From an optimization exercise on the open Yosys and OpenROAD flow, aimed at small area, a short achievable clock period and few clock cycles; shortcuts taken in it are not production practice.
Function was checked by simulation only, so behaviour that the tests miss may differ from the original.

### flow/design.v
module lfsr(d, n);
input  [8:0] d;
output [8:0] n;
assign n = {d[7:0], d[1] ^ d[2] ^ d[3] ^ d[7]};
endmodule
module beetle_left_antenna(nd1, nd2, q1, q2, ra, rb);
input [17:0] nd1, nd2;    
input q1, q2;
output [32:0] ra, rb;
wire hs0, hk0;
assign {hk0, hs0} = {1'b0, (~nd1[0] & ~nd1[6])} + {1'b0, (~nd1[1] & ~nd1[5])};
wire hs1, hk1;
assign {hk1, hs1} = {1'b0, (~nd1[0] & ~nd1[4])} + {1'b0, (~nd1[1] & ~nd1[3])};
wire s0, k0;
assign {k0, s0} = {1'b0, (~nd1[0] & ~nd1[5])} + {1'b0, (~nd1[1] & ~nd1[4])} + {1'b0, (~nd1[3] & nd1[2])};
wire s1, k1;
assign {k1, s1} = {1'b0, (~nd1[2] & ~nd1[4])} + {1'b0, (~nd1[3] & ~nd1[2])} + {1'b0, hs0};
wire [8:0] Alo = {1'b0, k0, hk1, hs1, (~nd1[0] & ~nd1[3]), (~nd1[0] & ~nd1[2]), (~nd1[1] & nd1[0]), 1'b0, ~nd1[0]} + {1'b0, s1, s0, (~nd1[2] & ~nd1[1]), (~nd1[2] & nd1[1]), (~nd1[1] & ~nd1[0]), 1'b0, 1'b0, 1'b0};
wire hs2, hk2;
assign {hk2, hs2} = {1'b0, (~nd2[0] & ~nd2[6])} + {1'b0, (~nd2[1] & ~nd2[5])};
wire hs3, hk3;
assign {hk3, hs3} = {1'b0, (~nd2[0] & ~nd2[4])} + {1'b0, (~nd2[1] & ~nd2[3])};
wire s2, k2;
assign {k2, s2} = {1'b0, (~nd2[0] & ~nd2[5])} + {1'b0, (~nd2[1] & ~nd2[4])} + {1'b0, (~nd2[3] & nd2[2])};
wire s3, k3;
assign {k3, s3} = {1'b0, (~nd2[2] & ~nd2[4])} + {1'b0, (~nd2[3] & ~nd2[2])} + {1'b0, hs2};
wire [8:0] Blo = {1'b0, k2, hk3, hs3, (~nd2[0] & ~nd2[3]), (~nd2[0] & ~nd2[2]), (~nd2[1] & nd2[0]), 1'b0, ~nd2[0]} + {1'b0, s3, s2, (~nd2[2] & ~nd2[1]), (~nd2[2] & nd2[1]), (~nd2[1] & ~nd2[0]), 1'b0, 1'b0, 1'b0};
wire hs4, hk4;
assign {hk4, hs4} = {1'b0, (~nd1[0] & ~nd1[7])} + {1'b0, (~nd1[1] & ~nd1[6])};
wire hs5, hk5;
assign {hk5, hs5} = {1'b0, (~nd1[0] & ~nd1[12])} + {1'b0, (~nd1[1] & ~nd1[11])};
wire s4, k4;
assign {k4, s4} = {1'b0, (~nd1[0] & ~nd1[13])} + {1'b0, (~nd1[1] & ~nd1[12])} + {1'b0, (~nd1[2] & ~nd1[11])};
wire s5, k5;
assign {k5, s5} = {1'b0, (~nd1[0] & ~nd1[14])} + {1'b0, (~nd1[1] & ~nd1[13])} + {1'b0, (~nd1[2] & ~nd1[12])};
wire s6, k6;
assign {k6, s6} = {1'b0, (~nd1[3] & ~nd1[11])} + {1'b0, (~nd1[4] & ~nd1[10])} + {1'b0, (~nd1[5] & ~nd1[9])};
wire s7, k7;
assign {k7, s7} = {1'b0, (~nd1[0] & ~nd1[15])} + {1'b0, (~nd1[1] & ~nd1[14])} + {1'b0, (~nd1[2] & ~nd1[13])};
wire s8, k8;
assign {k8, s8} = {1'b0, (~nd1[3] & ~nd1[12])} + {1'b0, (~nd1[4] & ~nd1[11])} + {1'b0, (~nd1[5] & ~nd1[10])};
wire hs6, hk6;
assign {hk6, hs6} = {1'b0, (~nd1[6] & ~nd1[9])} + {1'b0, (~nd1[8] & nd1[7])};
wire s9, k9;
assign {k9, s9} = {1'b0, (~nd1[0] & ~nd1[16])} + {1'b0, (~nd1[1] & ~nd1[15])} + {1'b0, (~nd1[2] & ~nd1[14])};
wire s10, k10;
assign {k10, s10} = {1'b0, (~nd1[3] & ~nd1[13])} + {1'b0, (~nd1[4] & ~nd1[12])} + {1'b0, (~nd1[5] & ~nd1[11])};
wire s11, k11;
assign {k11, s11} = {1'b0, (~nd1[6] & ~nd1[10])} + {1'b0, (~nd1[7] & ~nd1[9])} + {1'b0, (~nd1[8] & ~nd1[7])};
wire s12, k12;
assign {k12, s12} = {1'b0, (~nd2[0] & ~nd2[16])} + {1'b0, (~nd2[1] & ~nd2[15])} + {1'b0, (~nd2[2] & ~nd2[14])};
wire s13, k13;
assign {k13, s13} = {1'b0, (~nd1[1] & ~nd1[16])} + {1'b0, (~nd1[2] & ~nd1[15])} + {1'b0, (~nd1[3] & ~nd1[14])};
wire s14, k14;
assign {k14, s14} = {1'b0, (~nd1[4] & ~nd1[13])} + {1'b0, (~nd1[5] & ~nd1[12])} + {1'b0, (~nd1[6] & ~nd1[11])};
wire s15, k15;
assign {k15, s15} = {1'b0, (~nd1[7] & ~nd1[10])} + {1'b0, (~nd1[9] & nd1[8])} + {1'b0, (nd1[17] | nd1[0])};
wire s16, k16;
assign {k16, s16} = {1'b0, (~nd2[1] & ~nd2[16])} + {1'b0, (~nd2[2] & ~nd2[15])} + {1'b0, (~nd2[3] & ~nd2[14])};
wire hs7, hk7;
assign {hk7, hs7} = {1'b0, (~nd2[4] & ~nd2[13])} + {1'b0, (~nd2[5] & ~nd2[12])};
wire s17, k17;
assign {k17, s17} = {1'b0, 1'b1} + {1'b0, (~nd1[2] & ~nd1[16])} + {1'b0, (~nd1[3] & ~nd1[15])};
wire s18, k18;
assign {k18, s18} = {1'b0, (~nd1[4] & ~nd1[14])} + {1'b0, (~nd1[5] & ~nd1[13])} + {1'b0, (~nd1[6] & ~nd1[12])};
wire s19, k19;
assign {k19, s19} = {1'b0, (~nd1[7] & ~nd1[11])} + {1'b0, (~nd1[8] & ~nd1[10])} + {1'b0, (~nd1[9] & ~nd1[8])};
wire s20, k20;
assign {k20, s20} = {1'b0, (nd1[17] | nd1[1])} + {1'b0, (~nd2[2] & ~nd2[16])} + {1'b0, (~nd2[3] & ~nd2[15])};
wire s21, k21;
assign {k21, s21} = {1'b0, (~nd2[4] & ~nd2[14])} + {1'b0, (~nd2[5] & ~nd2[13])} + {1'b0, (~nd2[6] & ~nd2[12])};
wire hs8, hk8;
assign {hk8, hs8} = {1'b0, (~nd2[7] & ~nd2[11])} + {1'b0, (~nd2[8] & ~nd2[10])};
wire s22, k22;
assign {k22, s22} = {1'b0, (~nd1[3] & ~nd1[16])} + {1'b0, (~nd1[4] & ~nd1[15])} + {1'b0, (~nd1[5] & ~nd1[14])};
wire s23, k23;
assign {k23, s23} = {1'b0, (~nd1[6] & ~nd1[13])} + {1'b0, (~nd1[7] & ~nd1[12])} + {1'b0, (~nd1[8] & ~nd1[11])};
wire s24, k24;
assign {k24, s24} = {1'b0, (~nd1[10] & nd1[9])} + {1'b0, (nd1[17] | nd1[2])} + {1'b0, (~nd2[3] & ~nd2[16])};
wire s25, k25;
assign {k25, s25} = {1'b0, (~nd2[4] & ~nd2[15])} + {1'b0, (~nd2[5] & ~nd2[14])} + {1'b0, (~nd2[6] & ~nd2[13])};
wire hs9, hk9;
assign {hk9, hs9} = {1'b0, (~nd2[7] & ~nd2[12])} + {1'b0, (~nd2[8] & ~nd2[11])};
wire s26, k26;
assign {k26, s26} = {1'b0, (~nd1[4] & ~nd1[16])} + {1'b0, (~nd1[5] & ~nd1[15])} + {1'b0, (~nd1[6] & ~nd1[14])};
wire s27, k27;
assign {k27, s27} = {1'b0, (~nd1[7] & ~nd1[13])} + {1'b0, (~nd1[8] & ~nd1[12])} + {1'b0, (~nd1[9] & ~nd1[11])};
wire s28, k28;
assign {k28, s28} = {1'b0, (~nd1[10] & ~nd1[9])} + {1'b0, (nd1[17] | nd1[3])} + {1'b0, (~nd2[4] & ~nd2[16])};
wire s29, k29;
assign {k29, s29} = {1'b0, (~nd2[5] & ~nd2[15])} + {1'b0, (~nd2[6] & ~nd2[14])} + {1'b0, (~nd2[7] & ~nd2[13])};
wire s30, k30;
assign {k30, s30} = {1'b0, (~nd1[5] & ~nd1[16])} + {1'b0, (~nd1[6] & ~nd1[15])} + {1'b0, (~nd1[7] & ~nd1[14])};
wire s31, k31;
assign {k31, s31} = {1'b0, (~nd1[8] & ~nd1[13])} + {1'b0, (~nd1[9] & ~nd1[12])} + {1'b0, (~nd1[11] & nd1[10])};
wire hs10, hk10;
assign {hk10, hs10} = {1'b0, (nd1[17] | nd1[4])} + {1'b0, (~nd2[5] & ~nd2[16])};
wire s32, k32;
assign {k32, s32} = {1'b0, (~nd1[6] & ~nd1[16])} + {1'b0, (~nd1[7] & ~nd1[15])} + {1'b0, (~nd1[8] & ~nd1[14])};
wire s33, k33;
assign {k33, s33} = {1'b0, (~nd1[9] & ~nd1[13])} + {1'b0, (~nd1[10] & ~nd1[12])} + {1'b0, (~nd1[11] & ~nd1[10])};
wire hs11, hk11;
assign {hk11, hs11} = {1'b0, (~nd1[7] & ~nd1[16])} + {1'b0, (~nd1[8] & ~nd1[15])};
wire s34, k34;
assign {k34, s34} = {1'b0, (~nd1[2] & ~nd1[5])} + {1'b0, (~nd1[4] & nd1[3])} + {1'b0, (~nd2[0] & ~nd2[7])};
wire s35, k35;
assign {k35, s35} = {1'b0, (~nd2[1] & ~nd2[6])} + {1'b0, (~nd2[2] & ~nd2[5])} + {1'b0, (~nd2[4] & nd2[3])};
wire s36, k36;
assign {k36, s36} = {1'b0, (~nd1[0] & ~nd1[8])} + {1'b0, (~nd1[1] & ~nd1[7])} + {1'b0, (~nd1[2] & ~nd1[6])};
wire s37, k37;
assign {k37, s37} = {1'b0, (~nd1[3] & ~nd1[5])} + {1'b0, (~nd1[4] & ~nd1[3])} + {1'b0, (~nd2[0] & ~nd2[8])};
wire s38, k38;
assign {k38, s38} = {1'b0, (~nd1[0] & ~nd1[9])} + {1'b0, (~nd1[1] & ~nd1[8])} + {1'b0, (~nd1[2] & ~nd1[7])};
wire hs12, hk12;
assign {hk12, hs12} = {1'b0, (~nd1[3] & ~nd1[6])} + {1'b0, (~nd1[5] & nd1[4])};
wire s39, k39;
assign {k39, s39} = {1'b0, (~nd1[0] & ~nd1[10])} + {1'b0, (~nd1[1] & ~nd1[9])} + {1'b0, (~nd1[2] & ~nd1[8])};
wire s40, k40;
assign {k40, s40} = {1'b0, (~nd1[3] & ~nd1[7])} + {1'b0, (~nd1[4] & ~nd1[6])} + {1'b0, (~nd1[5] & ~nd1[4])};
wire hs13, hk13;
assign {hk13, hs13} = {1'b0, (~nd2[0] & ~nd2[10])} + {1'b0, (~nd2[1] & ~nd2[9])};
wire s41, k41;
assign {k41, s41} = {1'b0, (~nd1[0] & ~nd1[11])} + {1'b0, (~nd1[1] & ~nd1[10])} + {1'b0, (~nd1[2] & ~nd1[9])};
wire s42, k42;
assign {k42, s42} = {1'b0, (~nd1[3] & ~nd1[8])} + {1'b0, (~nd1[4] & ~nd1[7])} + {1'b0, (~nd1[6] & nd1[5])};
wire s43, k43;
assign {k43, s43} = {1'b0, (~nd2[0] & ~nd2[11])} + {1'b0, (~nd2[1] & ~nd2[10])} + {1'b0, (~nd2[2] & ~nd2[9])};
wire s44, k44;
assign {k44, s44} = {1'b0, (~nd1[2] & ~nd1[10])} + {1'b0, (~nd1[3] & ~nd1[9])} + {1'b0, (~nd1[4] & ~nd1[8])};
wire s45, k45;
assign {k45, s45} = {1'b0, (~nd1[5] & ~nd1[7])} + {1'b0, (~nd1[6] & ~nd1[5])} + {1'b0, (~nd2[0] & ~nd2[12])};
wire s46, k46;
assign {k46, s46} = {1'b0, (~nd2[1] & ~nd2[11])} + {1'b0, (~nd2[2] & ~nd2[10])} + {1'b0, (~nd2[3] & ~nd2[9])};
wire hs14, hk14;
assign {hk14, hs14} = {1'b0, (~nd2[4] & ~nd2[8])} + {1'b0, (~nd2[5] & ~nd2[7])};
wire s47, k47;
assign {k47, s47} = {1'b0, (~nd1[3] & ~nd1[10])} + {1'b0, (~nd1[4] & ~nd1[9])} + {1'b0, (~nd1[5] & ~nd1[8])};
wire s48, k48;
assign {k48, s48} = {1'b0, (~nd1[7] & nd1[6])} + {1'b0, (~nd2[0] & ~nd2[13])} + {1'b0, (~nd2[1] & ~nd2[12])};
wire s49, k49;
assign {k49, s49} = {1'b0, (~nd2[2] & ~nd2[11])} + {1'b0, (~nd2[3] & ~nd2[10])} + {1'b0, (~nd2[4] & ~nd2[9])};
wire s50, k50;
assign {k50, s50} = {1'b0, (~nd2[5] & ~nd2[8])} + {1'b0, (~nd2[7] & nd2[6])} + {1'b0, hk5};
wire s51, k51;
assign {k51, s51} = {1'b0, (~nd1[6] & ~nd1[8])} + {1'b0, (~nd1[7] & ~nd1[6])} + {1'b0, (~nd2[0] & ~nd2[14])};
wire s52, k52;
assign {k52, s52} = {1'b0, (~nd2[1] & ~nd2[13])} + {1'b0, (~nd2[2] & ~nd2[12])} + {1'b0, (~nd2[3] & ~nd2[11])};
wire s53, k53;
assign {k53, s53} = {1'b0, (~nd2[4] & ~nd2[10])} + {1'b0, (~nd2[5] & ~nd2[9])} + {1'b0, (~nd2[6] & ~nd2[8])};
wire s54, k54;
assign {k54, s54} = {1'b0, (~nd2[7] & ~nd2[6])} + {1'b0, k4} + {1'b0, s5};
wire s55, k55;
assign {k55, s55} = {1'b0, (~nd2[0] & ~nd2[15])} + {1'b0, (~nd2[1] & ~nd2[14])} + {1'b0, (~nd2[2] & ~nd2[13])};
wire s56, k56;
assign {k56, s56} = {1'b0, (~nd2[3] & ~nd2[12])} + {1'b0, (~nd2[4] & ~nd2[11])} + {1'b0, (~nd2[5] & ~nd2[10])};
wire s57, k57;
assign {k57, s57} = {1'b0, (~nd2[6] & ~nd2[9])} + {1'b0, (~nd2[8] & nd2[7])} + {1'b0, k5};
wire s58, k58;
assign {k58, s58} = {1'b0, k6} + {1'b0, s7} + {1'b0, s8};
wire s59, k59;
assign {k59, s59} = {1'b0, (~nd2[3] & ~nd2[13])} + {1'b0, (~nd2[4] & ~nd2[12])} + {1'b0, (~nd2[5] & ~nd2[11])};
wire s60, k60;
assign {k60, s60} = {1'b0, (~nd2[6] & ~nd2[10])} + {1'b0, (~nd2[7] & ~nd2[9])} + {1'b0, (~nd2[8] & ~nd2[7])};
wire s61, k61;
assign {k61, s61} = {1'b0, k7} + {1'b0, k8} + {1'b0, hk6};
wire s62, k62;
assign {k62, s62} = {1'b0, s9} + {1'b0, s10} + {1'b0, s11};
wire s63, k63;
assign {k63, s63} = {1'b0, (~nd2[6] & ~nd2[11])} + {1'b0, (~nd2[7] & ~nd2[10])} + {1'b0, (~nd2[9] & nd2[8])};
wire s64, k64;
assign {k64, s64} = {1'b0, (nd2[17] | nd2[0])} + {1'b0, k9} + {1'b0, k10};
wire s65, k65;
assign {k65, s65} = {1'b0, k11} + {1'b0, k12} + {1'b0, s13};
wire s66, k66;
assign {k66, s66} = {1'b0, s14} + {1'b0, s15} + {1'b0, s16};
wire s67, k67;
assign {k67, s67} = {1'b0, (~nd2[9] & ~nd2[8])} + {1'b0, (nd2[17] | nd2[1])} + {1'b0, k13};
wire s68, k68;
assign {k68, s68} = {1'b0, k14} + {1'b0, k15} + {1'b0, k16};
wire s69, k69;
assign {k69, s69} = {1'b0, hk7} + {1'b0, s17} + {1'b0, s18};
wire s70, k70;
assign {k70, s70} = {1'b0, s19} + {1'b0, s20} + {1'b0, s21};
wire s71, k71;
assign {k71, s71} = {1'b0, (~nd2[10] & nd2[9])} + {1'b0, (nd2[17] | nd2[2])} + {1'b0, k17};
wire s72, k72;
assign {k72, s72} = {1'b0, k18} + {1'b0, k19} + {1'b0, k20};
wire s73, k73;
assign {k73, s73} = {1'b0, k21} + {1'b0, hk8} + {1'b0, s22};
wire s74, k74;
assign {k74, s74} = {1'b0, s23} + {1'b0, s24} + {1'b0, s25};
wire s75, k75;
assign {k75, s75} = {1'b0, (~nd2[8] & ~nd2[12])} + {1'b0, (~nd2[9] & ~nd2[11])} + {1'b0, (~nd2[10] & ~nd2[9])};
wire s76, k76;
assign {k76, s76} = {1'b0, (nd2[17] | nd2[3])} + {1'b0, k22} + {1'b0, k23};
wire s77, k77;
assign {k77, s77} = {1'b0, k24} + {1'b0, k25} + {1'b0, hk9};
wire s78, k78;
assign {k78, s78} = {1'b0, s26} + {1'b0, s27} + {1'b0, s28};
wire s79, k79;
assign {k79, s79} = {1'b0, (~nd2[6] & ~nd2[15])} + {1'b0, (~nd2[7] & ~nd2[14])} + {1'b0, (~nd2[8] & ~nd2[13])};
wire s80, k80;
assign {k80, s80} = {1'b0, (~nd2[9] & ~nd2[12])} + {1'b0, (~nd2[11] & nd2[10])} + {1'b0, (nd2[17] | nd2[4])};
wire s81, k81;
assign {k81, s81} = {1'b0, k26} + {1'b0, k27} + {1'b0, k28};
wire s82, k82;
assign {k82, s82} = {1'b0, k29} + {1'b0, s30} + {1'b0, s31};
wire s83, k83;
assign {k83, s83} = {1'b0, (nd1[17] | nd1[5])} + {1'b0, (~nd2[6] & ~nd2[16])} + {1'b0, (~nd2[7] & ~nd2[15])};
wire s84, k84;
assign {k84, s84} = {1'b0, (~nd2[8] & ~nd2[14])} + {1'b0, (~nd2[9] & ~nd2[13])} + {1'b0, (~nd2[10] & ~nd2[12])};
wire s85, k85;
assign {k85, s85} = {1'b0, (~nd2[11] & ~nd2[10])} + {1'b0, (nd2[17] | nd2[5])} + {1'b0, k30};
wire s86, k86;
assign {k86, s86} = {1'b0, k31} + {1'b0, hk10} + {1'b0, s32};
wire s87, k87;
assign {k87, s87} = {1'b0, (~nd1[9] & ~nd1[14])} + {1'b0, (~nd1[10] & ~nd1[13])} + {1'b0, (~nd1[12] & nd1[11])};
wire s88, k88;
assign {k88, s88} = {1'b0, (nd1[17] | nd1[6])} + {1'b0, (~nd2[7] & ~nd2[16])} + {1'b0, (~nd2[8] & ~nd2[15])};
wire s89, k89;
assign {k89, s89} = {1'b0, (~nd2[9] & ~nd2[14])} + {1'b0, (~nd2[10] & ~nd2[13])} + {1'b0, (~nd2[12] & nd2[11])};
wire s90, k90;
assign {k90, s90} = {1'b0, (nd2[17] | nd2[6])} + {1'b0, k32} + {1'b0, k33};
wire s91, k91;
assign {k91, s91} = {1'b0, (~nd1[8] & ~nd1[16])} + {1'b0, (~nd1[9] & ~nd1[15])} + {1'b0, (~nd1[10] & ~nd1[14])};
wire s92, k92;
assign {k92, s92} = {1'b0, (~nd1[11] & ~nd1[13])} + {1'b0, (~nd1[12] & ~nd1[11])} + {1'b0, (nd1[17] | nd1[7])};
wire s93, k93;
assign {k93, s93} = {1'b0, (~nd2[8] & ~nd2[16])} + {1'b0, (~nd2[9] & ~nd2[15])} + {1'b0, (~nd2[10] & ~nd2[14])};
wire s94, k94;
assign {k94, s94} = {1'b0, (~nd2[11] & ~nd2[13])} + {1'b0, (~nd2[12] & ~nd2[11])} + {1'b0, (nd2[17] | nd2[7])};
wire s95, k95;
assign {k95, s95} = {1'b0, (~nd1[9] & ~nd1[16])} + {1'b0, (~nd1[10] & ~nd1[15])} + {1'b0, (~nd1[11] & ~nd1[14])};
wire s96, k96;
assign {k96, s96} = {1'b0, (~nd1[13] & nd1[12])} + {1'b0, (nd1[17] | nd1[8])} + {1'b0, (~nd2[9] & ~nd2[16])};
wire hs15, hk15;
assign {hk15, hs15} = {1'b0, (~nd2[10] & ~nd2[15])} + {1'b0, (~nd2[11] & ~nd2[14])};
wire s97, k97;
assign {k97, s97} = {1'b0, (~nd1[10] & ~nd1[16])} + {1'b0, (~nd1[11] & ~nd1[15])} + {1'b0, (~nd1[12] & ~nd1[14])};
wire s98, k98;
assign {k98, s98} = {1'b0, (~nd1[13] & ~nd1[12])} + {1'b0, (nd1[17] | nd1[9])} + {1'b0, (~nd2[10] & ~nd2[16])};
wire hs16, hk16;
assign {hk16, hs16} = {1'b0, (~nd1[11] & ~nd1[16])} + {1'b0, (~nd1[12] & ~nd1[15])};
wire s99, k99;
assign {k99, s99} = {1'b0, hk0} + {1'b0, hk2} + {1'b0, s34};
wire hs17, hk17;
assign {hk17, hs17} = {1'b0, s35} + {1'b0, hs4};
wire s100, k100;
assign {k100, s100} = {1'b0, (~nd2[1] & ~nd2[7])} + {1'b0, (~nd2[2] & ~nd2[6])} + {1'b0, (~nd2[3] & ~nd2[5])};
wire s101, k101;
assign {k101, s101} = {1'b0, (~nd2[4] & ~nd2[3])} + {1'b0, k34} + {1'b0, k35};
wire hs18, hk18;
assign {hk18, hs18} = {1'b0, hk4} + {1'b0, s36};
wire s102, k102;
assign {k102, s102} = {1'b0, (~nd2[0] & ~nd2[9])} + {1'b0, (~nd2[1] & ~nd2[8])} + {1'b0, (~nd2[2] & ~nd2[7])};
wire s103, k103;
assign {k103, s103} = {1'b0, (~nd2[3] & ~nd2[6])} + {1'b0, (~nd2[5] & nd2[4])} + {1'b0, k36};
wire s104, k104;
assign {k104, s104} = {1'b0, k37} + {1'b0, s38} + {1'b0, hs12};
wire s105, k105;
assign {k105, s105} = {1'b0, (~nd2[2] & ~nd2[8])} + {1'b0, (~nd2[3] & ~nd2[7])} + {1'b0, (~nd2[4] & ~nd2[6])};
wire s106, k106;
assign {k106, s106} = {1'b0, (~nd2[5] & ~nd2[4])} + {1'b0, k38} + {1'b0, hk12};
wire s107, k107;
assign {k107, s107} = {1'b0, s39} + {1'b0, s40} + {1'b0, hs13};
wire s108, k108;
assign {k108, s108} = {1'b0, (~nd2[3] & ~nd2[8])} + {1'b0, (~nd2[4] & ~nd2[7])} + {1'b0, (~nd2[6] & nd2[5])};
wire s109, k109;
assign {k109, s109} = {1'b0, k39} + {1'b0, k40} + {1'b0, hk13};
wire s110, k110;
assign {k110, s110} = {1'b0, s41} + {1'b0, s42} + {1'b0, s43};
wire s111, k111;
assign {k111, s111} = {1'b0, (~nd2[6] & ~nd2[5])} + {1'b0, k41} + {1'b0, k42};
wire s112, k112;
assign {k112, s112} = {1'b0, k43} + {1'b0, s44} + {1'b0, s45};
wire s113, k113;
assign {k113, s113} = {1'b0, s46} + {1'b0, hs14} + {1'b0, hs5};
wire s114, k114;
assign {k114, s114} = {1'b0, k44} + {1'b0, k45} + {1'b0, k46};
wire s115, k115;
assign {k115, s115} = {1'b0, hk14} + {1'b0, s47} + {1'b0, s48};
wire s116, k116;
assign {k116, s116} = {1'b0, s49} + {1'b0, s4} + {1'b0, s50};
wire s117, k117;
assign {k117, s117} = {1'b0, k47} + {1'b0, k48} + {1'b0, k49};
wire s118, k118;
assign {k118, s118} = {1'b0, s51} + {1'b0, s52} + {1'b0, s53};
wire s119, k119;
assign {k119, s119} = {1'b0, s6} + {1'b0, k50} + {1'b0, s54};
wire s120, k120;
assign {k120, s120} = {1'b0, k51} + {1'b0, k52} + {1'b0, k53};
wire s121, k121;
assign {k121, s121} = {1'b0, s55} + {1'b0, s56} + {1'b0, hs6};
wire s122, k122;
assign {k122, s122} = {1'b0, k54} + {1'b0, s57} + {1'b0, s58};
wire s123, k123;
assign {k123, s123} = {1'b0, k55} + {1'b0, k56} + {1'b0, s59};
wire s124, k124;
assign {k124, s124} = {1'b0, s60} + {1'b0, s12} + {1'b0, k57};
wire s125, k125;
assign {k125, s125} = {1'b0, k58} + {1'b0, s61} + {1'b0, s62};
wire s126, k126;
assign {k126, s126} = {1'b0, k59} + {1'b0, k60} + {1'b0, s63};
wire s127, k127;
assign {k127, s127} = {1'b0, hs7} + {1'b0, k61} + {1'b0, k62};
wire s128, k128;
assign {k128, s128} = {1'b0, s64} + {1'b0, s65} + {1'b0, s66};
wire s129, k129;
assign {k129, s129} = {1'b0, k63} + {1'b0, hs8} + {1'b0, k64};
wire s130, k130;
assign {k130, s130} = {1'b0, k65} + {1'b0, k66} + {1'b0, s67};
wire s131, k131;
assign {k131, s131} = {1'b0, s68} + {1'b0, s69} + {1'b0, s70};
wire s132, k132;
assign {k132, s132} = {1'b0, hs9} + {1'b0, k67} + {1'b0, k68};
wire s133, k133;
assign {k133, s133} = {1'b0, k69} + {1'b0, k70} + {1'b0, s71};
wire s134, k134;
assign {k134, s134} = {1'b0, s72} + {1'b0, s73} + {1'b0, s74};
wire s135, k135;
assign {k135, s135} = {1'b0, s75} + {1'b0, s29} + {1'b0, k71};
wire s136, k136;
assign {k136, s136} = {1'b0, k72} + {1'b0, k73} + {1'b0, k74};
wire s137, k137;
assign {k137, s137} = {1'b0, s76} + {1'b0, s77} + {1'b0, s78};
wire s138, k138;
assign {k138, s138} = {1'b0, k75} + {1'b0, s79} + {1'b0, s80};
wire s139, k139;
assign {k139, s139} = {1'b0, hs10} + {1'b0, k76} + {1'b0, k77};
wire s140, k140;
assign {k140, s140} = {1'b0, k78} + {1'b0, s81} + {1'b0, s82};
wire s141, k141;
assign {k141, s141} = {1'b0, k79} + {1'b0, k80} + {1'b0, s83};
wire s142, k142;
assign {k142, s142} = {1'b0, s84} + {1'b0, s33} + {1'b0, k81};
wire s143, k143;
assign {k143, s143} = {1'b0, k82} + {1'b0, s85} + {1'b0, s86};
wire s144, k144;
assign {k144, s144} = {1'b0, k83} + {1'b0, k84} + {1'b0, s87};
wire s145, k145;
assign {k145, s145} = {1'b0, s88} + {1'b0, s89} + {1'b0, hs11};
wire s146, k146;
assign {k146, s146} = {1'b0, k85} + {1'b0, k86} + {1'b0, s90};
wire s147, k147;
assign {k147, s147} = {1'b0, k87} + {1'b0, k88} + {1'b0, k89};
wire s148, k148;
assign {k148, s148} = {1'b0, hk11} + {1'b0, s91} + {1'b0, s92};
wire s149, k149;
assign {k149, s149} = {1'b0, s93} + {1'b0, s94} + {1'b0, k90};
wire s150, k150;
assign {k150, s150} = {1'b0, (~nd2[13] & nd2[12])} + {1'b0, (nd2[17] | nd2[8])} + {1'b0, k91};
wire s151, k151;
assign {k151, s151} = {1'b0, k92} + {1'b0, k93} + {1'b0, k94};
wire s152, k152;
assign {k152, s152} = {1'b0, s95} + {1'b0, s96} + {1'b0, hs15};
wire s153, k153;
assign {k153, s153} = {1'b0, (~nd2[11] & ~nd2[15])} + {1'b0, (~nd2[12] & ~nd2[14])} + {1'b0, (~nd2[13] & ~nd2[12])};
wire s154, k154;
assign {k154, s154} = {1'b0, (nd2[17] | nd2[9])} + {1'b0, k95} + {1'b0, k96};
wire s155, k155;
assign {k155, s155} = {1'b0, hk15} + {1'b0, s97} + {1'b0, s98};
wire s156, k156;
assign {k156, s156} = {1'b0, (~nd1[14] & nd1[13])} + {1'b0, (nd1[17] | nd1[10])} + {1'b0, (~nd2[11] & ~nd2[16])};
wire s157, k157;
assign {k157, s157} = {1'b0, (~nd2[12] & ~nd2[15])} + {1'b0, (~nd2[14] & nd2[13])} + {1'b0, (nd2[17] | nd2[10])};
wire s158, k158;
assign {k158, s158} = {1'b0, k97} + {1'b0, k98} + {1'b0, hs16};
wire s159, k159;
assign {k159, s159} = {1'b0, (~nd1[12] & ~nd1[16])} + {1'b0, (~nd1[13] & ~nd1[15])} + {1'b0, (~nd1[14] & ~nd1[13])};
wire s160, k160;
assign {k160, s160} = {1'b0, (nd1[17] | nd1[11])} + {1'b0, (~nd2[12] & ~nd2[16])} + {1'b0, (~nd2[13] & ~nd2[15])};
wire s161, k161;
assign {k161, s161} = {1'b0, (~nd2[14] & ~nd2[13])} + {1'b0, (nd2[17] | nd2[11])} + {1'b0, hk16};
wire s162, k162;
assign {k162, s162} = {1'b0, (~nd1[13] & ~nd1[16])} + {1'b0, (~nd1[15] & nd1[14])} + {1'b0, (nd1[17] | nd1[12])};
wire hs19, hk19;
assign {hk19, hs19} = {1'b0, (~nd2[13] & ~nd2[16])} + {1'b0, (~nd2[15] & nd2[14])};
wire s163, k163;
assign {k163, s163} = {1'b0, (~nd1[14] & ~nd1[16])} + {1'b0, (~nd1[15] & ~nd1[14])} + {1'b0, (nd1[17] | nd1[13])};
wire s164, k164;
assign {k164, s164} = {1'b0, k1} + {1'b0, k3} + {1'b0, s99};
wire s165, k165;
assign {k165, s165} = {1'b0, s100} + {1'b0, s37} + {1'b0, k99};
wire hs20, hk20;
assign {hk20, hs20} = {1'b0, hk17} + {1'b0, s101};
wire s166, k166;
assign {k166, s166} = {1'b0, k100} + {1'b0, s102} + {1'b0, k101};
wire s167, k167;
assign {k167, s167} = {1'b0, hk18} + {1'b0, s103} + {1'b0, s104};
wire s168, k168;
assign {k168, s168} = {1'b0, k102} + {1'b0, s105} + {1'b0, k103};
wire s169, k169;
assign {k169, s169} = {1'b0, k104} + {1'b0, s106} + {1'b0, s107};
wire s170, k170;
assign {k170, s170} = {1'b0, k105} + {1'b0, s108} + {1'b0, k106};
wire s171, k171;
assign {k171, s171} = {1'b0, k107} + {1'b0, s109} + {1'b0, s110};
wire s172, k172;
assign {k172, s172} = {1'b0, k108} + {1'b0, k109} + {1'b0, k110};
wire s173, k173;
assign {k173, s173} = {1'b0, s111} + {1'b0, s112} + {1'b0, s113};
wire s174, k174;
assign {k174, s174} = {1'b0, k111} + {1'b0, k112} + {1'b0, k113};
wire s175, k175;
assign {k175, s175} = {1'b0, s114} + {1'b0, s115} + {1'b0, s116};
wire s176, k176;
assign {k176, s176} = {1'b0, k114} + {1'b0, k115} + {1'b0, s117};
wire s177, k177;
assign {k177, s177} = {1'b0, s118} + {1'b0, k116} + {1'b0, s119};
wire s178, k178;
assign {k178, s178} = {1'b0, k117} + {1'b0, k118} + {1'b0, s120};
wire s179, k179;
assign {k179, s179} = {1'b0, s121} + {1'b0, k119} + {1'b0, s122};
wire s180, k180;
assign {k180, s180} = {1'b0, k120} + {1'b0, k121} + {1'b0, s123};
wire s181, k181;
assign {k181, s181} = {1'b0, s124} + {1'b0, k122} + {1'b0, s125};
wire s182, k182;
assign {k182, s182} = {1'b0, k123} + {1'b0, s126} + {1'b0, k124};
wire s183, k183;
assign {k183, s183} = {1'b0, s127} + {1'b0, k125} + {1'b0, s128};
wire s184, k184;
assign {k184, s184} = {1'b0, k126} + {1'b0, k127} + {1'b0, s129};
wire s185, k185;
assign {k185, s185} = {1'b0, s130} + {1'b0, k128} + {1'b0, s131};
wire s186, k186;
assign {k186, s186} = {1'b0, k129} + {1'b0, k130} + {1'b0, s132};
wire s187, k187;
assign {k187, s187} = {1'b0, s133} + {1'b0, k131} + {1'b0, s134};
wire s188, k188;
assign {k188, s188} = {1'b0, k132} + {1'b0, k133} + {1'b0, s135};
wire s189, k189;
assign {k189, s189} = {1'b0, s136} + {1'b0, k134} + {1'b0, s137};
wire s190, k190;
assign {k190, s190} = {1'b0, s138} + {1'b0, k135} + {1'b0, k136};
wire s191, k191;
assign {k191, s191} = {1'b0, s139} + {1'b0, k137} + {1'b0, s140};
wire s192, k192;
assign {k192, s192} = {1'b0, k138} + {1'b0, s141} + {1'b0, k139};
wire s193, k193;
assign {k193, s193} = {1'b0, s142} + {1'b0, k140} + {1'b0, s143};
wire s194, k194;
assign {k194, s194} = {1'b0, k141} + {1'b0, s144} + {1'b0, s145};
wire s195, k195;
assign {k195, s195} = {1'b0, k142} + {1'b0, s146} + {1'b0, k143};
wire s196, k196;
assign {k196, s196} = {1'b0, k144} + {1'b0, k145} + {1'b0, s147};
wire s197, k197;
assign {k197, s197} = {1'b0, s148} + {1'b0, k146} + {1'b0, s149};
wire s198, k198;
assign {k198, s198} = {1'b0, k147} + {1'b0, k148} + {1'b0, s150};
wire s199, k199;
assign {k199, s199} = {1'b0, s151} + {1'b0, s152} + {1'b0, k149};
wire s200, k200;
assign {k200, s200} = {1'b0, s153} + {1'b0, k150} + {1'b0, k151};
wire s201, k201;
assign {k201, s201} = {1'b0, k152} + {1'b0, s154} + {1'b0, s155};
wire s202, k202;
assign {k202, s202} = {1'b0, k153} + {1'b0, s156} + {1'b0, s157};
wire s203, k203;
assign {k203, s203} = {1'b0, k154} + {1'b0, k155} + {1'b0, s158};
wire s204, k204;
assign {k204, s204} = {1'b0, k156} + {1'b0, k157} + {1'b0, s159};
wire s205, k205;
assign {k205, s205} = {1'b0, s160} + {1'b0, k158} + {1'b0, s161};
wire s206, k206;
assign {k206, s206} = {1'b0, (nd2[17] | nd2[12])} + {1'b0, k159} + {1'b0, k160};
wire s207, k207;
assign {k207, s207} = {1'b0, s162} + {1'b0, hs19} + {1'b0, k161};
wire s208, k208;
assign {k208, s208} = {1'b0, (~nd2[14] & ~nd2[16])} + {1'b0, (~nd2[15] & ~nd2[14])} + {1'b0, (nd2[17] | nd2[13])};
wire s209, k209;
assign {k209, s209} = {1'b0, k162} + {1'b0, hk19} + {1'b0, s163};
wire s210, k210;
assign {k210, s210} = {1'b0, (~nd1[16] & nd1[15])} + {1'b0, (nd1[17] | nd1[14])} + {1'b0, (~nd2[16] & nd2[15])};
wire hs21, hk21;
assign {hk21, hs21} = {1'b0, (nd2[17] | nd2[14])} + {1'b0, k163};
wire s211, k211;
assign {k211, s211} = {1'b0, (~nd1[16] & ~nd1[15])} + {1'b0, (nd1[17] | nd1[15])} + {1'b0, (~nd2[16] & ~nd2[15])};
wire s212, k212;
assign {k212, s212} = {1'b0, (nd2[17] | nd2[15])} + {1'b0, (q1 & ~nd1[0])} + {1'b0, (q2 & ~nd2[0])};
wire s213, k213;
assign {k213, s213} = {1'b0, ~nd1[17]} + {1'b0, ~nd2[17]} + {1'b0, (nd1[17] | nd1[16])};
wire s214, k214;
assign {k214, s214} = {1'b0, (nd2[17] | nd2[16])} + {1'b0, (q1 & ~nd1[1])} + {1'b0, (q2 & ~nd2[1])};
wire hs22, hk22;
assign {hk22, hs22} = {1'b0, hs17} + {1'b0, s164};
wire s215, k215;
assign {k215, s215} = {1'b0, hs18} + {1'b0, s165} + {1'b0, hs20};
wire s216, k216;
assign {k216, s216} = {1'b0, k165} + {1'b0, hk20} + {1'b0, s166};
wire s217, k217;
assign {k217, s217} = {1'b0, k166} + {1'b0, s168} + {1'b0, k167};
wire s218, k218;
assign {k218, s218} = {1'b0, k168} + {1'b0, s170} + {1'b0, k169};
wire s219, k219;
assign {k219, s219} = {1'b0, k170} + {1'b0, s172} + {1'b0, k171};
wire s220, k220;
assign {k220, s220} = {1'b0, k172} + {1'b0, s174} + {1'b0, k173};
wire s221, k221;
assign {k221, s221} = {1'b0, k174} + {1'b0, s176} + {1'b0, k175};
wire s222, k222;
assign {k222, s222} = {1'b0, k176} + {1'b0, s178} + {1'b0, k177};
wire s223, k223;
assign {k223, s223} = {1'b0, k178} + {1'b0, s180} + {1'b0, k179};
wire s224, k224;
assign {k224, s224} = {1'b0, k180} + {1'b0, s182} + {1'b0, k181};
wire s225, k225;
assign {k225, s225} = {1'b0, k182} + {1'b0, s184} + {1'b0, k183};
wire s226, k226;
assign {k226, s226} = {1'b0, k184} + {1'b0, s186} + {1'b0, k185};
wire s227, k227;
assign {k227, s227} = {1'b0, k186} + {1'b0, s188} + {1'b0, k187};
wire s228, k228;
assign {k228, s228} = {1'b0, k188} + {1'b0, s190} + {1'b0, k189};
wire s229, k229;
assign {k229, s229} = {1'b0, k190} + {1'b0, s192} + {1'b0, k191};
wire s230, k230;
assign {k230, s230} = {1'b0, s194} + {1'b0, k192} + {1'b0, k193};
wire s231, k231;
assign {k231, s231} = {1'b0, s196} + {1'b0, k194} + {1'b0, k195};
wire s232, k232;
assign {k232, s232} = {1'b0, k196} + {1'b0, s198} + {1'b0, s199};
wire s233, k233;
assign {k233, s233} = {1'b0, k198} + {1'b0, s200} + {1'b0, s201};
wire s234, k234;
assign {k234, s234} = {1'b0, s202} + {1'b0, k200} + {1'b0, k201};
wire s235, k235;
assign {k235, s235} = {1'b0, k202} + {1'b0, s204} + {1'b0, s205};
wire s236, k236;
assign {k236, s236} = {1'b0, k204} + {1'b0, s206} + {1'b0, k205};
wire s237, k237;
assign {k237, s237} = {1'b0, s208} + {1'b0, k206} + {1'b0, s209};
wire s238, k238;
assign {k238, s238} = {1'b0, k208} + {1'b0, s210} + {1'b0, k209};
wire s239, k239;
assign {k239, s239} = {1'b0, k210} + {1'b0, s211} + {1'b0, s212};
wire s240, k240;
assign {k240, s240} = {1'b0, k211} + {1'b0, s213} + {1'b0, k212};
wire s241, k241;
assign {k241, s241} = {1'b0, (q1 & ~nd1[2])} + {1'b0, (q2 & ~nd2[2])} + {1'b0, k213};
wire hs23, hk23;
assign {hk23, hs23} = {1'b0, 1'b1} + {1'b0, (q1 & ~nd1[3])};
wire hs24, hk24;
assign {hk24, hs24} = {1'b0, 1'b1} + {1'b0, (q1 & ~nd1[4])};
wire hs25, hk25;
assign {hk25, hs25} = {1'b0, 1'b1} + {1'b0, (q1 & ~nd1[5])};
wire hs26, hk26;
assign {hk26, hs26} = {1'b0, 1'b1} + {1'b0, (q1 & ~nd1[6])};
wire hs27, hk27;
assign {hk27, hs27} = {1'b0, Alo[8]} + {1'b0, Blo[8]};
wire s242, k242;
assign {k242, s242} = {1'b0, k164} + {1'b0, hk22} + {1'b0, s215};
wire s243, k243;
assign {k243, s243} = {1'b0, s167} + {1'b0, k215} + {1'b0, s216};
wire s244, k244;
assign {k244, s244} = {1'b0, s169} + {1'b0, k216} + {1'b0, s217};
wire s245, k245;
assign {k245, s245} = {1'b0, s171} + {1'b0, k217} + {1'b0, s218};
wire s246, k246;
assign {k246, s246} = {1'b0, s173} + {1'b0, k218} + {1'b0, s219};
wire s247, k247;
assign {k247, s247} = {1'b0, k219} + {1'b0, s175} + {1'b0, s220};
wire s248, k248;
assign {k248, s248} = {1'b0, k220} + {1'b0, s177} + {1'b0, s221};
wire s249, k249;
assign {k249, s249} = {1'b0, s179} + {1'b0, k221} + {1'b0, s222};
wire s250, k250;
assign {k250, s250} = {1'b0, s181} + {1'b0, k222} + {1'b0, s223};
wire s251, k251;
assign {k251, s251} = {1'b0, s183} + {1'b0, k223} + {1'b0, s224};
wire s252, k252;
assign {k252, s252} = {1'b0, s185} + {1'b0, k224} + {1'b0, s225};
wire s253, k253;
assign {k253, s253} = {1'b0, s187} + {1'b0, k225} + {1'b0, s226};
wire s254, k254;
assign {k254, s254} = {1'b0, s189} + {1'b0, k226} + {1'b0, s227};
wire s255, k255;
assign {k255, s255} = {1'b0, s191} + {1'b0, k227} + {1'b0, s228};
wire s256, k256;
assign {k256, s256} = {1'b0, s193} + {1'b0, k228} + {1'b0, s229};
wire s257, k257;
assign {k257, s257} = {1'b0, s195} + {1'b0, k229} + {1'b0, s230};
wire s258, k258;
assign {k258, s258} = {1'b0, s197} + {1'b0, k230} + {1'b0, s231};
wire s259, k259;
assign {k259, s259} = {1'b0, k197} + {1'b0, k231} + {1'b0, s232};
wire s260, k260;
assign {k260, s260} = {1'b0, k199} + {1'b0, s233} + {1'b0, k232};
wire s261, k261;
assign {k261, s261} = {1'b0, s203} + {1'b0, k233} + {1'b0, s234};
wire s262, k262;
assign {k262, s262} = {1'b0, k203} + {1'b0, k234} + {1'b0, s235};
wire s263, k263;
assign {k263, s263} = {1'b0, s207} + {1'b0, s236} + {1'b0, k235};
wire s264, k264;
assign {k264, s264} = {1'b0, k207} + {1'b0, s237} + {1'b0, k236};
wire s265, k265;
assign {k265, s265} = {1'b0, hs21} + {1'b0, s238} + {1'b0, k237};
wire s266, k266;
assign {k266, s266} = {1'b0, hk21} + {1'b0, s239} + {1'b0, k238};
wire s267, k267;
assign {k267, s267} = {1'b0, s214} + {1'b0, k239} + {1'b0, s240};
wire s268, k268;
assign {k268, s268} = {1'b0, k214} + {1'b0, s241} + {1'b0, k240};
wire s269, k269;
assign {k269, s269} = {1'b0, (q2 & ~nd2[3])} + {1'b0, hs23} + {1'b0, k241};
wire s270, k270;
assign {k270, s270} = {1'b0, (q2 & ~nd2[4])} + {1'b0, hk23} + {1'b0, hs24};
wire s271, k271;
assign {k271, s271} = {1'b0, (q2 & ~nd2[5])} + {1'b0, hk24} + {1'b0, hs25};
wire s272, k272;
assign {k272, s272} = {1'b0, (q2 & ~nd2[6])} + {1'b0, hk25} + {1'b0, hs26};
wire hs28, hk28;
assign {hk28, hs28} = {1'b0, 1'b1} + {1'b0, hk26};
assign ra = {k272, k271, k270, k269, k268, k267, k266, k265, k264, k263, k262, k261, k260, k259, k258, k257, k256, k255, k254, k253, k252, k251, k250, k249, k248, k247, k246, k245, k244, k243, k242, hk27, hs27};
assign rb = {hs28, s272, s271, s270, s269, s268, s267, s266, s265, s264, s263, s262, s261, s260, s259, s258, s257, s256, s255, s254, s253, s252, s251, s250, s249, s248, s247, s246, s245, s244, s243, s242, hs22};
endmodule
module beetle_compare(al, bl, ar, br, gt);
input [32:0] al, bl, ar, br;
output gt;
wire [31:0] a = {~al[31], al[30:0]};
wire [31:0] b = bl[31:0];
wire [31:0] c = ~{~ar[31], ar[30:0]};
wire [31:0] e = ~br[31:0];
wire [32:0] tl = {1'b0, a} + {1'b0, b};
wire [32:0] tr = {1'b0, ~c} + {1'b0, br[31:0]};
wire [31:0] x1 = a ^ b;
wire [31:0] x2 = c ^ e;
wire [31:0] x = x1 ^ x2;
wire [31:0] co;
wire [31:0] ci = {co[30:0], 1'b1};
genvar i;
generate for (i = 0; i < 32; i = i + 1) begin : cmp4
  assign co[i] = x1[i] ? c[i] : a[i];
end endgenerate
wire [31:0] xs = x ^ ci;
wire [31:0] xk = {x[30:0] & ci[30:0] | ~x[30:0] & e[30:0], 1'b0};
wire k31 = x[31] ? ci[31] : e[31];
wire [32:0] ts = {1'b0, xs} + {1'b0, xk};
assign gt = ~(ts[32] ^ k31 ^ co[31] ^ tl[32] ^ tr[32]);
endmodule
module beetle_right_antenna(dir, sense, s3, step);
input  [8:0]  dir;
input  [12:0] sense;
input  [14:0] s3;
output [13:0] step;
wire [15:0] s1 = {3'b000, sense};
wire [15:0] s2 = {2'b00, sense, 1'b0};
wire [15:0] t3 = {1'b0, s3};
wire [15:0] s4 = {1'b0, sense, 2'b00};
wire [3:0] g0 = {dir[2:0], 1'b0};
wire [3:0] g1 = dir[5:2];
wire [3:0] g2 = dir[8:5];
wire [15:0] r0, r1, r2;
wire n0, n1, n2;
beetle_booth_row b0(g0, s1, s2, t3, s4, r0, n0);
beetle_booth_row b1(g1, s1, s2, t3, s4, r1, n1);
beetle_booth_row b2(g2, s1, s2, t3, s4, r2, n2);
wire [21:0] p = {{6{n0}}, r0} + {{3{n1}}, r1, 3'd0} + {r2, 6'd0}
              + {15'd0, n2, 2'b00, n1, 2'b00, n0};
assign step = p[21:8];
endmodule
module beetle_booth_row(g, s1, s2, s3, s4, r, n);
input  [3:0]  g;
input  [15:0] s1, s2, s3, s4;
output [15:0] r;
output n;
wire [2:0] a = g[3] ? ~g[2:0] : g[2:0];
wire m1 = ~a[2] & (a[1] ^ a[0]);
wire m2 = ~a[2] & a[1] & a[0] | a[2] & ~a[1] & ~a[0];
wire m3 = a[2] & (a[1] ^ a[0]);
wire m4 = a[2] & a[1] & a[0];
wire [15:0] mag = {16{m1}} & s1 | {16{m2}} & s2 | {16{m3}} & s3 | {16{m4}} & s4;
assign r = g[3] ? ~mag : mag;
assign n = g[3];
endmodule
module beetle_position(mx, my, nx, ny, d1, d2, q1, q2);
parameter NB = 0;
input  [15:0] mx, my;
input  signed [13:0] nx, ny;
output [17:0] d1, d2;
output q1, q2;
wire [15:0] fx = {{2{nx[13]}}, nx};
wire [15:0] fy = {{2{ny[13]}}, ny};
wire [15:0] ax = NB ? mx - fx : mx + fx;
wire [15:0] ay = NB ? my - fy : my + fy;
assign d1 = 18'd1791 - {2'b00, ax} - {ay[15], ay, 1'b0};
assign d2 = 18'd1279 - {ax[15], ax, 1'b0} - {2'b00, ay};
assign q1 = ay[15];
assign q2 = ax[15];
endmodule
module bas(clock,reset,load, seed_x,seed_y,iterations,x,y,x_extreme,y_extreme,out_value,done );
    input clock,reset,load;
    input [8:0] seed_x,seed_y;
    input [8:0] iterations;
    input [15:0] x,y;
    output signed [15:0] x_extreme,y_extreme;
    output signed [39:0] out_value;
    output reg done;
    reg [15:0] x_curr, y_curr;           
    reg signed [13:0] step_x, step_y;    
    reg signed [13:0] step_nx, step_ny;  
    reg [17:0] dl1, dl2, dr1, dr2;       
    reg ql1, ql2, qr1, qr2;              
    reg [32:0] value_curr;               
    reg [8:0] dir_x, dir_y;              
    reg [12:0] sense;                    
    reg [9:0] remain;
    reg run;
    reg first;                           
    reg [15:0] x_best, y_best;
    reg [32:0] value_best;
    reg value_init;                      
    wire [32:0] al, bl, ar, br;
    beetle_left_antenna ol(dl1, dl2, ql1, ql2, al, bl);
    beetle_left_antenna or_(dr1, dr2, qr1, qr2, ar, br);
    wire go_right;
    beetle_compare cmp(al, bl, ar, br, go_right);
    wire [32:0] odour_l = al + bl;
    wire [32:0] odour_r = ar + br;
    wire [15:0] x_l = x_curr + {{2{step_x[13]}}, step_x};
    wire [15:0] y_l = y_curr + {{2{step_y[13]}}, step_y};
    wire [15:0] x_r = x_curr - {{2{step_x[13]}}, step_x};
    wire [15:0] y_r = y_curr - {{2{step_y[13]}}, step_y};
    wire [17:0] ell1, ell2, elr1, elr2, erl1, erl2, err1, err2;
    wire qll1, qll2, qlr1, qlr2, qrl1, qrl2, qrr1, qrr2;
    beetle_position #(0) pll(x_l, y_l, step_nx, step_ny, ell1, ell2, qll1, qll2);
    beetle_position #(1) plr(x_l, y_l, step_nx, step_ny, elr1, elr2, qlr1, qlr2);
    beetle_position #(0) prl(x_r, y_r, step_nx, step_ny, erl1, erl2, qrl1, qrl2);
    beetle_position #(1) prr(x_r, y_r, step_nx, step_ny, err1, err2, qrr1, qrr2);
    wire signed [13:0] mul_x, mul_y;
    wire [14:0] sense3 = {2'b00, sense} + {1'b0, sense, 1'b0};
    wire [8:0] dir_x_n, dir_y_n;
    lfsr lx(dir_x, dir_x_n);
    lfsr ly(dir_y, dir_y_n);
    beetle_right_antenna mulx(dir_x, sense, sense3, mul_x);
    beetle_right_antenna muly(dir_y, sense, sense3, mul_y);
    assign x_extreme = x_best;
    assign y_extreme = y_best;
    assign out_value = {4'b0, {3{value_init}}, value_best};
    always @(posedge clock) begin
        if (reset) begin
            x_curr <= x;
            y_curr <= y;
            dl1 <= 18'd0;
            dl2 <= 18'd0;
            dr1 <= 18'd0;
            dr2 <= 18'd0;
            ql1 <= 1'b0;
            ql2 <= 1'b0;
            qr1 <= 1'b0;
            qr2 <= 1'b0;
            step_x <= 14'd0;
            step_y <= 14'd0;
            step_nx <= 14'd0;
            step_ny <= 14'd0;
            dir_x <= 9'd0;
            dir_y <= 9'd0;
        end else begin
            if (go_right) begin
                x_curr <= x_r;
                y_curr <= y_r;
                dl1 <= erl1;
                dl2 <= erl2;
                dr1 <= err1;
                dr2 <= err2;
                ql1 <= qrl1;
                ql2 <= qrl2;
                qr1 <= qrr1;
                qr2 <= qrr2;
            end else begin
                x_curr <= x_l;
                y_curr <= y_l;
                dl1 <= ell1;
                dl2 <= ell2;
                dr1 <= elr1;
                dr2 <= elr2;
                ql1 <= qll1;
                ql2 <= qll2;
                qr1 <= qlr1;
                qr2 <= qlr2;
            end
            step_x <= step_nx;
            step_y <= step_ny;
            step_nx <= mul_x;
            step_ny <= mul_y;
            if (load) begin
                dir_x <= seed_x;
                dir_y <= seed_y;
            end else begin
                dir_x <= dir_x_n;
                dir_y <= dir_y_n;
            end
        end
        value_curr <= go_right ? odour_r : odour_l;
        if (reset | load)
            sense <= 13'd6400;
        else
            sense <= sense - {8'd0, sense[12:8]} - {12'd0, sense[7:0] != 8'd0};
        if (reset) begin
            run <= 1'b0;
            done <= 1'b0;
            first <= 1'b0;
            x_best <= 16'd0;
            y_best <= 16'd0;
            value_best <= {33{1'b1}};
            value_init <= 1'b1;
        end else if (load) begin
            remain <= {1'b0, iterations} + 10'd1;
            first <= 1'b1;
            run <= iterations != 9'd0;
            done <= iterations == 9'd0;
        end else if (run) begin
            remain <= remain - 10'd1;
            first <= 1'b0;
            if (remain == 10'd0) begin
                run <= 1'b0;
                done <= 1'b1;
            end
            if (!first && value_curr < value_best) begin
                x_best <= x_curr;
                y_best <= y_curr;
                value_best <= value_curr;
                value_init <= 1'b0;
            end
        end
    end
endmodule
### flow/flow/run.sh
#!/bin/bash
# The standard layout: up to clock tree synthesis with the default timing
# repair, then the rest with timing repair aiming for 20 ns of setup slack at
# the design's clock period (over-fixing, as SETUP_SLACK_MARGIN does) on the
# worst 10% of endpoints; buf_2 cells as the port buffers.
set -euo pipefail
bash standard.sh "BUFFER_PORTS_ARGS=-buffer_cell sky130_fd_sc_hd__buf_2" cts > orfs_make_cts.log 2>&1
bash standard.sh SETUP_SLACK_MARGIN=20 TNS_END_PERCENT=10 "BUFFER_PORTS_ARGS=-buffer_cell sky130_fd_sc_hd__buf_2" finish > orfs_make.log 2>&1
### flow/standard.sh
#!/bin/bash
# synth_recipe.tcl (not shown) runs the flow's synth.tcl, then flattens the netlist and writes it again
# the make line also repeats each setting of config.mk as NAME=value (left out here)
make -C /OpenROAD-flow-scripts/flow DESIGN_CONFIG=/design/flow/config.mk WORK_HOME=/design/flow/orfs CLKGATE_MAP_FILE= SYNTH_SCRIPT=/design/flow/synth_recipe.tcl "${@:-finish}"
### flow/config.mk
export PLATFORM = sky130hd
export DESIGN_NAME = bas
export DESIGN_NICKNAME = bas
export VERILOG_FILES = /design/flow/design.v
export SDC_FILE = /design/flow/constraint.sdc
export NUM_CORES = 8
export LEC_CHECK = 0
export ABC_AREA = 1
export CAP_MARGIN = 20
export CORE_MARGIN = 2
export CORE_UTILIZATION = 45
export SLEW_MARGIN = 20
### flow/constraint.sdc
create_clock -name core_clock -period 27.0 [get_ports {clock}]
set_input_delay 5.4000 -clock core_clock [delete_from_list [all_inputs] [get_ports {clock}]]
set_output_delay 5.4000 -clock core_clock [all_outputs]
set_load 0.01 [all_outputs]
==> metrics.log, run 1 <==
INFO  metric die-height = 356 um
INFO  metric cp_data_arrival_time = 1.58 ns
INFO  metric io_buffers = 130
INFO  metric dpl_cell_area = 0.0575 mm2
INFO  metric cp_slowest_cell = sky130_fd_sc_hd__dfxtp_1
INFO  metric total_routing_usage_gr = 0.318
INFO  metric holdBufCountCts = 0
INFO  metric cts_inserted_buffers = 39
INFO  metric cts_buffer_depth = 3
INFO  metric asyncSetResetFlopFracSynth = 0
INFO  metric synth-seq-area-share = 0.112
INFO  metric totalWireLength = 217 mm
INFO  metric timing.slew.headroom = 0.222
INFO  metric clk_pin_slew = approximately 0.06 ns
INFO  metric synthesis.area = 0.0558 mm2
INFO  metric outcome = no timing/DRC/antenna violations
INFO  metric clock_insertion_delay_worst_skew = 0.66 ns
INFO  metric ys_warn_count = 1
INFO  metric antenna_violations_before_repair = 0
INFO  metric worst-path-buf-inv = 1
INFO  metric wire_per_inst = 22.5 um
INFO  metric critical_path.startpoint = value_best[22]
INFO  metric drv_slew = 0
INFO  metric period_share = 0.259
INFO  metric critical_path_class = reg -> out
INFO  metric regToRegStartpoint = dl1[10]
INFO  metric pin_count = 135
INFO  metric place.gp.congestion = 1.01
INFO  metric worst_path_largest_cell_delay = 0.69 ns
INFO  metric hold_wc_path_type = reg -> reg
INFO  metric final_nets = 9334
INFO  metric syn-mean-instance-area = 7.19 um2
INFO  metric whs = 0.475 ns
INFO  metric postSynth.topFlopCell = sky130_fd_sc_hd__dfxtp_1
INFO  metric synth-edff-count = 10
INFO  metric gr-total-overflow = 0
INFO  metric flops_latches_synth = just over 300
INFO  metric total_of_endpoints_with_negative_setup_slack_in_the_final_report = 0
INFO  metric timing.final.crit_period = 6.98 ns
INFO  metric cp_data_required_time = about 22 ns
INFO  metric synthToLayoutAreaGrowth = 14.8%
INFO  metric cts_root_buf = sky130_fd_sc_hd__clkbuf_16
INFO  metric dp.final_hpwl = approximately 170 mm
INFO  metric critical_path_peak_fanout = 2
INFO  metric die_footprint = 0.127 mm2
INFO  metric drt-initial-drc-count = roughly 5k
INFO  metric hp-start = value_init
INFO  metric maximum_number_of_pins_on_one_net_before_global_route_repair = 95
INFO  metric achievable-frequency = 143 MHz
INFO  metric clock_skew = 0.0373 ns
INFO  metric core-area = 0.123 mm2
INFO  metric vias_in_the_first_global_route = 50.8k
INFO  metric clock_sinks = just over 300
INFO  metric setup_tns = 0 ns
INFO  metric vias_per_cell = 5.54
INFO  metric antenna-diode-count = 0
INFO  metric timing_worst_slew_pin_value = around 1.2 ns
INFO  metric row_count = about 130
INFO  metric startpoint_type = flop
INFO  metric regToRegSetupSlack = 20.08 ns
INFO  metric utilization = 0.519
INFO  metric route.antenna.remaining_nets = 0
INFO  metric finalHoldViolCount = 0
INFO  metric detailroute.via_count = 53.6k
INFO  metric crit_path_end_kind = output pin
INFO  metric grt_pass1_wl = about 310 mm
INFO  metric cap_violations = 0
INFO  metric layout.cell_area.non_filler = 0.0641 mm2
INFO  metric crit_path_cell_trace = buf_2
INFO  metric largest_delay_contributor_family_on_the_critical_path = flip-flops
INFO  metric cts-htree-levels = 2
INFO  metric drt_pass1_iterations = 8
INFO  metric drive_above_1_share = 0.125
INFO  metric rsz0062_at_grt = yes
INFO  metric synth_cells = 7766
INFO  metric synth.lib_cells_used.distinct = 67
INFO  metric cts_tree = done
INFO  metric effective_utilization_at_floorplan = 0.452
INFO  metric die_w = 356 um
INFO  metric drc = 0
==> path summary, 6_finish.rpt <==
path | to | depth (start not counted)
max | out_value[22] | 1
max reg2reg | dr2[4] | 33
min reg2reg | value_init | 2
min | value_init | 2
==> timing repair <==
action                                  4_1_cts  5_1_grt
setup buffers                                 0      310
resized for setup                             0      583
endpoints found under the setup margin        0      248
==> cell usage in the layout (no fill, tap or decap), types with 19 or more instances in the layout <==
cell                         count
sky130_fd_sc_hd__a21boi_0       23
sky130_fd_sc_hd__a21o_1         38
sky130_fd_sc_hd__a21oi_1       579
sky130_fd_sc_hd__a31oi_1        36
sky130_fd_sc_hd__buf_12         29
sky130_fd_sc_hd__buf_2         129
sky130_fd_sc_hd__buf_4         288
sky130_fd_sc_hd__buf_6          22
sky130_fd_sc_hd__clkbuf_16      49
sky130_fd_sc_hd__clkinvlp_4     67
sky130_fd_sc_hd__dfxtp_1       233
sky130_fd_sc_hd__dfxtp_4        61
sky130_fd_sc_hd__fa_1          493
sky130_fd_sc_hd__fa_2           76
sky130_fd_sc_hd__ha_1          645
sky130_fd_sc_hd__ha_4           43
sky130_fd_sc_hd__inv_1        1210
sky130_fd_sc_hd__inv_2          32
sky130_fd_sc_hd__nand2_1      1222
sky130_fd_sc_hd__nand2_2        27
sky130_fd_sc_hd__nand3_1       267
sky130_fd_sc_hd__nand4_1        43
sky130_fd_sc_hd__nor2_1        940
sky130_fd_sc_hd__nor3_1         68
sky130_fd_sc_hd__o21ai_0       384
sky130_fd_sc_hd__o21ai_1        47
sky130_fd_sc_hd__o21bai_1       59
sky130_fd_sc_hd__o22ai_1        61
sky130_fd_sc_hd__or2_2          19
sky130_fd_sc_hd__xnor2_1       108
sky130_fd_sc_hd__xor2_1        402
==> state kept, by name (all words and copies together) (netlist names), 9 cells and up <==
register and cells:
value_best 33, value_curr 33, dl1 18, dl2 18
dr1 18, dr2 18, x_best 16, x_curr 16
y_best 16, y_curr 16, step_nx 14, step_ny 14
step_x 14, step_y 14, sense 13, remain 10
dir_x 9, dir_y 9
==> layout make-up <==
| cell class | instances | area (um2) |
|---|---|---|
| Sequential cell | 307 | 6480 |
| Clock inverter | 24 | 337 |
| Multi-Input combinational cell | 5855 | 44800 |
| Timing Repair Buffer | 487 | 4020 |
| Clock buffer | 46 | 1070 |
| Fill cell | 12400 | 59400 |
| Inverter | 1315 | 5210 |
| Timing Repair inverter | 7 | 92.6 |
| Tap cell | 1637 | 2050 |
==> synthesized netlist by cell type, drive strengths merged, types with 69 or more instances <==
master / instances / share of area
o21ai: 441 / 0.040
ha: 691 / 0.15
fa: 569 / 0.20
inv: 1301 / 0.087
dfxtp: 297 / 0.11
xor2: 415 / 0.065
a21oi: 601 / 0.054
nor2: 952 / 0.064
nor3: 69 / 0.0062
clkbuf: 226 / 0.015
xnor2: 120 / 0.019
buf: 74 / 0.0079
nand3: 273 / 0.025
nand2: 1251 / 0.084
==> cells by family after synthesis <==
family / synth area share
flip-flops: 0.112
AO/OA/AOI/OAI: 0.142
multiplexers: 0.00148
other: 0.0000671
AND/OR/NAND/NOR: 0.190
adder cells (fa/ha/maj): 0.359
buffers and inverters: 0.112
XOR/XNOR: 0.0840
==> metal layers <==
metal | vias up | global-route usage | wire (um)
met5 | - | 0 | 0
met4 | 0 | 0.141 | 12500
met3 | 482 | 0.0442 | 16300
met2 | 2325 | 0.525 | 98800
met1 | 25600 | 0.414 | 89800
li1 | 25200 | - | -
==> through the flow <==
step / setup WS [ns] / instances
2_1_floorplan: 19.95 / 7769
3_3_place_gp: 17.63 / 9269
3_5_place_dp: 17.62 / 9269
4_1_cts: 17.55 / 9339
5_1_grt: 19.89 / 9678
6_report: 20.02 / 9678
Testbench counts, summed over its fixed seeds: cycles 49,368.
==> inputs of run 2 (changes only) <==
==> flow/flow/run.sh (replaced) <==
#!/bin/bash
# The standard layout: floorplan with the default timing repair, then the rest
# with timing repair aiming for 21 ns of setup slack at the design's clock
# period (over-fixing, as SETUP_SLACK_MARGIN does) on the worst 10% of
# endpoints, and buf_2 cells as the port buffers.
set -euo pipefail
bash standard.sh "BUFFER_PORTS_ARGS=-buffer_cell sky130_fd_sc_hd__buf_2" floorplan > orfs_make_floorplan.log 2>&1
bash standard.sh SETUP_SLACK_MARGIN=21 TNS_END_PERCENT=10 "BUFFER_PORTS_ARGS=-buffer_cell sky130_fd_sc_hd__buf_2" finish > orfs_make.log 2>&1
==> run 2 against run 1 <==
Against the previous run:
- still clean
- utilization grew 1.1 points
- cell count grew 0.28%
- area after synthesis is the same
- critical path type is now reg -> reg
- highest routed layer unchanged
==> metrics.log, run 2 <==
INFO  metric clock_sinks = 307 (unchanged)
INFO  metric synth_cells = 7766 (unchanged)
INFO  metric postSynth.topFlopCell = sky130_fd_sc_hd__dfxtp_1 (unchanged)
INFO  metric asyncSetResetFlopFracSynth = 0 (unchanged)
INFO  metric cp_data_required_time = 27.51 ns (was 21.60 ns)
INFO  metric hold_wc_path_type = reg -> reg (unchanged)
INFO  metric synth-compound-area-share = 0.142 (unchanged)
INFO  metric cp_data_arrival_time = 7.41 ns (was 1.58 ns)
INFO  metric startpoint_type = flop (unchanged)
INFO  metric netlist.top_cell.by_area = sky130_fd_sc_hd__fa_1 (unchanged)
INFO  metric cts_buffer_depth = 3 (unchanged)
INFO  metric met1_length = 90.3 mm (was 89.8 mm)
INFO  metric cts_root_buf = sky130_fd_sc_hd__clkbuf_16 (unchanged)
INFO  metric synth_commonest_cells = 1284 x sky130_fd_sc_hd__inv_1, 1249 x sky130_fd_sc_hd__nand2_1, 952 x sky130_fd_sc_hd__nor2_1 (unchanged)
INFO  metric min_path_cells = 2 (unchanged)
INFO  metric finish.cell_count_without_fillers = 9705 (was 9678)
INFO  metric biggestRegsByFlops = value_best: 33 flops, value_curr: 33 flops (unchanged)
INFO  metric r2r-end = dr1[0] (was dr2[4])
INFO  metric row_count = 129 (unchanged)
INFO  metric clock_skew = 0.0432 ns (was 0.0373 ns)
INFO  metric critical_path.startpoint = dr1[10] (was value_best[22])
INFO  metric outcome = no timing/DRC/antenna violations (unchanged)
INFO  metric die-height = 356 um (unchanged)
INFO  metric place.gp.congestion = 1.01 (unchanged)
INFO  metric synthesis.area = 0.0558 mm2 (unchanged)
INFO  metric wire_per_inst = 22.8 um (was 22.5 um)
INFO  metric grt_pass1_wl = 323 mm (was 309 mm)
INFO  metric dominant_combinational_cell_family_by_area_after_synthesis = adder cells (unchanged)
INFO  metric finalHoldViolCount = 0 (unchanged)
INFO  metric cp_slowest_cell = sky130_fd_sc_hd__fa_1 (was sky130_fd_sc_hd__dfxtp_1)
INFO  metric critical_path_class = reg -> reg (was reg -> out)
INFO  metric synth.area.mux_share = 0.00148 (unchanged)
[run 2: cell types whose count changed in the layout (fill, tap and decap cells not counted), moves of 14 or more]
cell                         before   now
sky130_fd_sc_hd__inv_1         1210  1192
sky130_fd_sc_hd__clkinvlp_4      67    50
sky130_fd_sc_hd__o21ai_0        384   370
sky130_fd_sc_hd__fa_1           493   462
sky130_fd_sc_hd__nand2_1       1222  1186
sky130_fd_sc_hd__inv_2           32    58
sky130_fd_sc_hd__nor2_2           9    37
sky130_fd_sc_hd__nand2_2         27    41
sky130_fd_sc_hd__nor2_1         940   901
sky130_fd_sc_hd__nand2_4          3    24
sky130_fd_sc_hd__fa_2            76   107
[run 2: critical path: cells and delay by family (launching register included)]
kind | cells | cell delay [ns]
buf+inv | 6 | 0.77
fa+ha+maj | 8 | 3.51
simple gates | 10 | 0.99
mux | 1 | 0.32
compound gates | 4 | 0.57
xor+xnor | 1 | 0.16
flops | 1 | 0.38
[run 2: metrics by stage]
step,utilization,hold WS (ns)
6_report,0.530,0.476
4_1_cts,0.509,0.476
3_3_place_gp,0.466,0.457
2_1_floorplan,-,0.444
3_5_place_dp,0.466,0.462
5_1_grt,0.530,0.496
[run 2: area by class of cell]
type	count	area, um2
fillers	12200	58100
multi-input cells	5859	45800
flip-flops and latches	307	6500
inverters	1315	5180
repair buffers	511	4420
well taps	1637	2050
clock buffers	46	1070
clock inverters	24	337
repair inverters	5	63.8
diodes	1	2.50
[run 2: worst max path at each step]
stage	cells after the start	slack (ns)	end
2_1_floorplan	4	19.95	remain[0]
3_3_place_gp	31	17.63	value_curr[26]
3_5_place_dp	31	17.62	value_curr[26]
4_1_cts	37	20.19	x_curr[1]
5_1_grt	35	19.95	dr1[10]
6_report	30	20.10	dr1[0]
[run 2: what timing repair did]
| action | CTS | global route |
|---|---|---|
| setup endpoints to repair | 349 | 352 |
| cloned | 19 | 18 |
| pin swaps | 163 | 152 |
| setup buffers | 216 | 112 |
| gates resized for setup | 542 | 344 |
[run 2: cells by family (layout without fill, tap and decap cells)]
| kind of cell | count (synthesis) | after routing |
|---|---|---|
| fa+ha+maj | 1260 | 1260 |
| buf+inv | 1615 | 1901 |
| mux | 7 | 7 |
| xor+xnor | 535 | 535 |
| other cells | 1 | 5 |
| simple gates | 2646 | 2658 |
| flops | 307 | 307 |
| compound gates | 1395 | 1395 |
[run 2: metal layers]
metal | global-route usage | up-vias
li1 | - | 25300
met1 | 0.430 | 25900
met2 | 0.553 | 2304
met3 | 0.0473 | 521
met4 | 0.166 | 0
met5 | 0 | -

==> separate check: timing with driven ports <==
The results above use ideal ports. As a check the final layouts listed here were re-extracted and re-timed, cells and wires unchanged. Step 1 assumes that a clkbuf_16 drives the clock port and a buf_2 every other input. Step 2 times the ports against the registers' clock, not the clock port: input delays grow and output delays shrink by t, the midpoint of the rising clock arrivals with the driver on. a / b / c = ideal ports / drivers / drivers and shift; a / b = the first two.
run	t (ns)	setup slack, ns	clock arrival spread, ns
run 1	0.719	20.017 / 19.935 / 19.439	0.037 / 0.038
run 2	0.724	20.098 / 20.098 / 19.464	0.043 / 0.043
After both steps every run listed still meets setup and hold. The setup slack of run 2, which loses most, moves by 0.000 ns with the drivers and by -0.634 ns with both steps.
